What follows belongs to an exercise in optimizing a design on an open flow for small area; a production flow would make more cautious choices. Function was checked by simulation only, so behaviour that the tests miss may differ from the original. Power is estimated from default activity; no workload was simulated.

==> fjord: inputs <==
==> flow/design.v (excerpt) <==
module spinn_neu_if #
    (
        parameter C_PSPNNLNK_WIDTH = 32,
        parameter C_HAS_TX         = "true",
        parameter C_HAS_RX         = "true"
    )
    (
        input wire         rst,
        input wire         clk_32,
        input wire         enable,
        output wire        dump_mode,
        output wire        parity_err,
        output wire        rx_err,
        output wire        offload,
        output wire        link_timeout,
        input  wire        link_timeout_dis,
        input  wire  [6:0] data_2of7_from_spinnaker,
        output wire        ack_to_spinnaker,
        output wire  [6:0] data_2of7_to_spinnaker,
        input  wire        ack_from_spinnaker,
        input  wire [31:0] iaer_addr,
        input  wire        iaer_vld,
        output wire        iaer_rdy,
        output wire [31:0] oaer_addr,
        output wire        oaer_vld,
        input  wire        oaer_rdy,
        input  wire        keys_enable,
        input  wire [31:0] start_key,
        input  wire [31:0] stop_key,
        output wire        cmd_start,
        output wire        cmd_stop,
        input  wire [31:0] tx_data_mask,
        input  wire [31:0] rx_data_mask,
        input wire         offload_off,
        input wire         offload_on,
        output wire  [2:0] dbg_rxstate,
        output wire  [1:0] dbg_txstate,
        output wire        dbg_ipkt_vld,
        output wire        dbg_ipkt_rdy,
        output wire        dbg_opkt_vld,
        output wire        dbg_opkt_rdy
    );
==> flow/config.mk <==
export PLATFORM = sky130hd
export DESIGN_NAME = spinn_neu_if
export DESIGN_NICKNAME = spinn_neu_if
export VERILOG_FILES = /design/flow/design.v
export SDC_FILE = /design/flow/constraint.sdc
export NUM_CORES = 4
export LEC_CHECK = 0
export ABC_AREA = 1
export CAP_MARGIN = 20
export CORE_MARGIN = 2
export CORE_UTILIZATION = 40
export SLEW_MARGIN = 20
==> flow/constraint.sdc <==
create_clock -name core_clock -period 10.0 [get_ports {clk_32}]
set_input_delay 2.0000 -clock core_clock [delete_from_list [all_inputs] [get_ports {clk_32}]]
set_output_delay 2.0000 -clock core_clock [all_outputs]
set_load 0.01 [all_outputs]
standard.sh (not shown) runs the stock make flow with config.mk's settings and CLKGATE_MAP_FILE= SYNTH_SCRIPT=/design/flow/synth_recipe.tcl, a recipe that flattens the netlist after the stock synthesis.
==> flow/flow/run.sh <==
#!/bin/bash
# Layout flow: the standard ORFS flow (standard.sh) with
#  - an area-only abc script for the standard synthesis's logic mapping
#    (registers are mapped by the standard dfflibmap step, untouched by abc),
#  - buf_1 port buffers,
#  - a clock tree of clkbuf_4 with small sink clusters and no dummy loads.
set -euo pipefail
HERE=$(pwd)
rm -rf "$HERE/orfs_scripts"
cp -r "$FLOW_HOME/scripts" "$HERE/orfs_scripts"
cp "$HERE/flow/abc_area.script" "$HERE/orfs_scripts/abc_area.script"
export BUFFER_PORTS_ARGS="-buffer_cell sky130_fd_sc_hd__buf_1"
export CTS_ARGS="-sink_clustering_enable -repair_clock_nets -dont_use_dummy_load -buf_list sky130_fd_sc_hd__clkbuf_4 -sink_clustering_size 10 -sink_clustering_max_diameter 40"
bash standard.sh SCRIPTS_DIR="$HERE/orfs_scripts" finish > "$HERE/standard.log" 2>&1
==> flow/flow/abc_area.script <==
strash
dch -f
amap -F 2 -A 8
topo
==> indigo (differences from fjord) <==
--- a/flow/design.v
+++ b/flow/design.v
@@ -112,18 +112,19 @@
       key_mc <= ~key[3] & ~key[2];
     end
   always @(posedge clk)
     if (sym_in) begin
       par_a <= (cnew == 5'd1) ? sym_par : (par_a ^ sym_par);
       par_b <= (cnew == 5'd9) ? sym_par : (par_b ^ sym_par);
     end
   always @(posedge clk)
+    pkt_key <= ({32{take}} & key) | ({32{busy}} & pkt_key);
+  always @(posedge clk)
     if (take) begin
-      pkt_key <= key;
       pkt_mc  <= key_mc;
       pkt_par <= short18 ? par_b : par_a;
     end
   always @(posedge clk or posedge rst)
     if (rst)
       pkt_vld <= 1'b0;
     else
       pkt_vld <= take | busy;
@@ -208,31 +209,36 @@
   wire toggle = old_ack ^ ack;
   wire eop    = (cnt == 4'd10);
   wire first  = (cnt == 4'd1);
   wire st_idle = (state == IDLE_ST);
   wire st_tran = (state == TRAN_ST);
   wire st_eop  = (state == EOP_ST);
   wire       send_first = st_idle & pkt_vld;
   wire       send_next  = st_tran & toggle;
-  wire [2:0] nidx = cnt[2:0] - 3'd2;   
   wire [3:0] nib = send_first ? {3'b000, pkt_par} :
-                   first      ? 4'd0 : buf_data[4 * nidx +: 4];
+                   first      ? 4'd0 : buf_data[3:0];
   wire [6:0] sym = (send_next & eop) ? 7'b1100000 : code_2of7(nib);
   always @(posedge clk or posedge rst)
     if (rst)
       data_2of7 <= 7'd0;
     else if (send_first | send_next)
       data_2of7 <= data_2of7 ^ sym;
   always @(posedge clk)
     if (send_first | send_next)
       old_ack <= ack;
-  always @(posedge clk)
+  wire buf_shift = send_next & ~first;
+  wire buf_keep  = ~(send_first | buf_shift);
+  always @(posedge clk) begin
+    buf_data[27:0]  <= ({28{send_first}} & pkt_data[27:0]) |
+                       ({28{buf_shift}} & buf_data[31:4]) |
+                       ({28{buf_keep}} & buf_data[27:0]);
     if (send_first)
-      buf_data <= pkt_data;
+      buf_data[31:28] <= pkt_data[31:28];
+  end
   always @(posedge clk)
     if (send_first)
       cnt <= 4'd1;
     else if (send_next)
       cnt <= cnt + 4'd1;
   assign pkt_rdy = st_idle;
   always @(posedge clk or posedge rst)
     if (rst)
@@ -269,18 +275,17 @@
   wire f0_nxt  = len[1] & rd;
   wire f0_keep = ~(f0_din | f0_nxt);
   wire f1_din  = ~len[1] | ((len == 2'd2) & rd);
   wire f1_nxt  = (len == 2'd3) & rd;
   wire f1_keep = ~(f1_din | f1_nxt);
   always @(posedge clk) begin
     f0 <= ({32{f0_din}} & din) | ({32{f0_nxt}} & f1) | ({32{f0_keep}} & f0);
     f1 <= ({32{f1_din}} & din) | ({32{f1_nxt}} & f2) | ({32{f1_keep}} & f1);
-    if (len != 2'd3)
-      f2 <= din;
+    f2 <= ({32{~full}} & din) | ({32{full & ~rd}} & f2);
   end
   assign dout  = f0;
   assign empty = (len == 2'd0);
   assign full  = (len == 2'd3);
 endmodule
 module in_mapper
 (
   input             rst,
==> flow/flow/run.sh (replaced) <==
#!/bin/bash
# Layout flow: the standard ORFS flow (standard.sh) with
#  - its synthesis script unchanged except for an area-only abc script
#    (abc_area.script) and no adder extraction (ADDER_MAP_FILE empty), so
#    the registers are mapped by the same dfflibmap step as the standard
#    synthesis and abc only maps the logic between them,
#  - buf_1 port buffers,
#  - a clock tree of clkbuf_4 with small sink clusters and no dummy loads.
set -euo pipefail
HERE=$(pwd)
rm -rf "$HERE/orfs_scripts"
cp -r "$FLOW_HOME/scripts" "$HERE/orfs_scripts"
cp "$HERE/flow/abc_area.script" "$HERE/orfs_scripts/abc_area.script"
export BUFFER_PORTS_ARGS="-buffer_cell sky130_fd_sc_hd__buf_1"
export CTS_ARGS="-sink_clustering_enable -repair_clock_nets -dont_use_dummy_load -buf_list sky130_fd_sc_hd__clkbuf_4 -sink_clustering_size 10 -sink_clustering_max_diameter 40"
bash standard.sh SCRIPTS_DIR="$HERE/orfs_scripts" ADDER_MAP_FILE= finish > "$HERE/standard.log" 2>&1
==> flow/flow/abc_area.script (replaced) <==
strash
dch -f
amap -F 2 -A 8
topo
strash
dch -f
amap -F 2 -A 8
topo
Settings changed: CORE_UTILIZATION 40 to 60.
==> qor summary <==
metric	fjord	indigo
Most common cell after layout, fill and taps aside	sky130_fd_sc_hd__buf_1	sky130_fd_sc_hd__dfxtp_1
Count of TritonRoute iterations in the first routing pass	9	6
Worst clock skew on the final layout	0.1297 ns	0.05327 ns
Non-clock buffer area fraction after layout	6.032%	6.642%
Net Count, Synth	1,436	1,624
Share of total power consumed by net switching	40.49%	41.07%
Run status	no timing/DRC/antenna violations	no timing/DRC/antenna violations
Post-synthesis cell area	14,160 um2	13,660 um2
Starting Density	40.79%	60.72%
Sequential cell area fraction in the yosys report	64.28%	57.53%
Reg-to-reg endpoint	sd.data_2of7[0]	sd.buf_data[21]
Worst slack at placement	5.438 ns	5.526 ns
P_comb	1.89 mW	1.72 mW
Multi-input combinational cell count	659	830
Sequential cell area	9102 um2	7861 um2

## what the ideal ports hide
Ports are ideal in the flow. The routed layouts listed here were re-timed in OpenROAD.
Step 1 assumes that a clkbuf_16 drives the clock port and a buf_2 every other input.
Step 2, shift: input delay + t, output delay - t, t = (earliest + latest rising clock arrival at the registers) / 2. This alone moves slack from input paths to output paths.
a / b / c = no drivers / after step 1 / after step 2; a / b = the first two.
| run | t (ns) | slack for setup (ns) | slew at the worst register clock pin (ns) | worst slew at a driven data input, ns |
|---|---|---|---|---|
| fjord | 0.762 | 5.435 / 5.412 / 5.412 | 0.11 / 0.11 | 0.08 |
| indigo | 0.702 | 5.497 / 5.453 / 5.494 | 0.11 / 0.11 | 0.08 |
After both steps every run listed still meets setup and hold. The setup slack of fjord, which loses most, moves by -0.023 ns with the drivers and by -0.023 ns with both steps.
